Context: an optimization exercise on an open-source flow, tuned for small area and a short achievable clock period. The choices shown serve that exercise and are no tape-out recipe. Only simulation tests tie the RTL to the original design; equivalence was not proved. Power is estimated from default activity; no workload was simulated. No driver is modelled on the clock port, so clocking that relies on it looks cheaper here than on a real chip.

==> flow/design.v (excerpt) <==
module resa_subarray (
    input  wire         clk,
    input  wire         rst,
    input  wire [1:0]   dataflow_sel,
    input  wire         stationary_sel,
    input  wire [63:0]  array_ifmap_in,
    input  wire [63:0]  array_weight_in,
    input  wire [127:0] array_psum_in_v,
    input  wire [127:0] array_psum_in_h,
    output wire [63:0]  array_ifmap_out,
    output wire [63:0]  array_weight_out,
    output wire [127:0] array_psum_out_v,
    output wire [127:0] array_psum_out_h
);
clock: 10.0 ns
lec_check: 0
cap_margin: 20
core_margin: 2
core_utilization: 60
place_density: 0.68
slew_margin: 20
synth_hierarchical: 1
standard.sh (not shown) runs the stock make flow with config.mk's settings and CLKGATE_MAP_FILE= SYNTH_SCRIPT=/design/flow/synth_recipe.tcl, a recipe that flattens the netlist after the stock synthesis.
==> flow/flow/run.sh <==
#!/bin/bash
# The standard layout, with changes made through ORFS's own variables only:
# clock tree synthesis without dummy loads and with larger sink clusters, port buffers of cell buf_2, and
# timing repair aiming at a 5.0 ns setup margin. Each tool's output is kept
# in the ORFS logs under orfs/logs; make's own output goes to
# make_finish.log here.
set -euo pipefail
export CTS_ARGS="-sink_clustering_enable -repair_clock_nets -dont_use_dummy_load -sink_clustering_size 30 -sink_clustering_max_diameter 120"
export BUFFER_PORTS_ARGS="-buffer_cell sky130_fd_sc_hd__buf_2"
export SETUP_SLACK_MARGIN=5.0
bash standard.sh finish > make_finish.log 2>&1
Edit:
==> flow/run.sh (new file) <==
#!/bin/bash
# synth_recipe.tcl (not shown) runs the flow's synth.tcl, then flattens the netlist and writes it again
# the make line also repeats each setting of config.mk as NAME=value (left out here)
make -C /OpenROAD-flow-scripts/flow DESIGN_CONFIG=/design/flow/config.mk WORK_HOME=/design/flow/orfs CLKGATE_MAP_FILE= SYNTH_SCRIPT=/design/flow/synth_recipe.tcl finish
- SETUP_SLACK_MARGIN: not set -> 5.0
removed: flow/flow/run.sh
removed: flow/standard.sh
The new run passed the timing, DRC and antenna checks.
Cell count goes up by a few percent.
Wire length goes up by a few percent.
Count of clock-buffer cells in the layout goes up by 154.
Utilization came out higher by 4.3 points.
Worst setup slack is worse by 0.014 ns.
Area after synthesis stays the same.
Edit:
==> flow/flow/run.sh (new file) <==
#!/bin/bash
# The standard layout, with changes made through ORFS's own variables only:
# clock tree synthesis without dummy loads, port buffers of cell buf_2, and
# timing repair aiming at a 5.0 ns setup margin. Each tool's output is kept
# in the ORFS logs under orfs/logs; make's own output goes to
# make_finish.log here.
set -euo pipefail
export CTS_ARGS="-sink_clustering_enable -repair_clock_nets -dont_use_dummy_load"
export BUFFER_PORTS_ARGS="-buffer_cell sky130_fd_sc_hd__buf_2"
export SETUP_SLACK_MARGIN=5.0
bash standard.sh finish > make_finish.log 2>&1
==> flow/standard.sh (new file) <==
#!/bin/bash
# synth_recipe.tcl (not shown) runs the flow's synth.tcl, then flattens the netlist and writes it again
# the make line also repeats each setting of config.mk as NAME=value (left out here)
make -C /OpenROAD-flow-scripts/flow DESIGN_CONFIG=/design/flow/config.mk WORK_HOME=/design/flow/orfs CLKGATE_MAP_FILE= SYNTH_SCRIPT=/design/flow/synth_recipe.tcl "${@:-finish}"
- CORE_UTILIZATION: 60 -> 70
- CTS_CLUSTER_DIAMETER: not set -> 100
- CTS_CLUSTER_SIZE: not set -> 30
- PLACE_DENSITY: 0.68 -> 0.75
- SETUP_SLACK_MARGIN: 5.0 -> not set
removed: flow/run.sh
What happened: Cell area shrinks by a few percent. Clock-buffer cell count shrinks by 64. Clock skew rose by 0.065 ns. Total power went down by a little under a tenth.

* * *

the reference run:
resa_subarray, a different RTL version from the one above (not shown whole).
Size: roughly 8600 cells after synthesis, about 1500 flip-flops, ~770 I/O pins, roughly 89000 um^2 of cells after synthesis.
clock: 10.0 ns
lec_check: 0
cap_margin: 20
core_margin: 2
core_utilization: 60
place_density: 0.68
slew_margin: 20
synth_hierarchical: 1
==> flow/flow/run.sh <==
#!/bin/bash
# The standard layout, with changes made through ORFS's own variables only:
# clock tree synthesis without dummy loads and with larger sink clusters, port buffers of cell buf_2, and
# timing repair aiming at a 5.15 ns setup margin. Each tool's output is kept
# in the ORFS logs under orfs/logs; make's own output goes to
# make_finish.log here.
set -euo pipefail
export CTS_ARGS="-sink_clustering_enable -repair_clock_nets -dont_use_dummy_load -sink_clustering_size 20 -sink_clustering_max_diameter 80"
export BUFFER_PORTS_ARGS="-buffer_cell sky130_fd_sc_hd__buf_2"
export SETUP_SLACK_MARGIN=5.15
bash standard.sh finish > make_finish.log 2>&1
For the trial run, these inputs were changed with respect to the reference run:
Settings: CORE_UTILIZATION now 65, was 60; PLACE_DENSITY now 0.7, was 0.68.
--- a/flow/flow/run.sh
+++ b/flow/flow/run.sh
@@ -3 +3 @@
-# clock tree synthesis without dummy loads and with larger sink clusters, port buffers of cell buf_2, and
+# clock tree synthesis without dummy loads and with larger sink clusters, port buffers of cell buf_1, and
@@ -9 +9 @@
-export BUFFER_PORTS_ARGS="-buffer_cell sky130_fd_sc_hd__buf_2"
+export BUFFER_PORTS_ARGS="-buffer_cell sky130_fd_sc_hd__buf_1"
Findings:
The trial run went all the way through synthesis, placement and routing and the layout is clean on timing, DRC and antenna.
Worst setup slack: the trial run vs the reference run down 49 ps
On worst stage delay on the critical path, the higher figure sits with the reference run, not the trial run.
The lower data arrival time at the worst-slack endpoint came out of the trial run.
Compare the reference run and the trial run | clock power higher: the reference run
The trial run against the reference run: net switching component of the power has increased; reported combinational group power +2.7%; hold slack grew by 24 ps; count of buffers added by post-CTS timing repair for setup moved down; number of buffers created by CTS decreased 3.
Between the trial run and the reference run, the synthesized instance count figures differ only marginally.

afterwards: timing with drivers on the ports:
No port has a modelled driver above. Below, the same layouts with a new extraction and two added sets of constraints. Step 1 sets driving cells, clkbuf_16 on the clock port and buf_2 on the other inputs (assumed; they add their load-dependent delay and slew). Step 2, shift: input delay + t, output delay - t, t = (earliest + latest rising clock arrival at the registers) / 2. This alone moves slack from input paths to output paths. Three values: ideal, step 1, step 2; two values: the first two.
run | shift t [ns] | setup WS [ns] | worst setup path after step 2 | worst data-port slew with drivers (ns) | cell pins on the clock port's net
the first run of note 1 | 0.804 | 5.065 / 5.036 / 4.232 | input to register | 0.23 | 1
the second run of note 1 | 0.890 | 5.051 / 4.957 / 4.257 | input to register | 0.22 | 1
the third run of note 1 | 0.860 | 5.071 / 4.988 / 4.249 | input to register | 0.23 | 1
the reference run | 0.786 | 5.153 / 5.153 / 4.451 | input to register | 0.20 | 1
the trial run | 0.790 | 5.104 / 5.035 / 4.565 | input to register | 0.22 | 1
After both steps setup and hold are still met in every run listed. For the first run of note 1, which loses most, drivers alone change the setup slack by -0.029 ns; drivers and shift together by -0.833 ns.
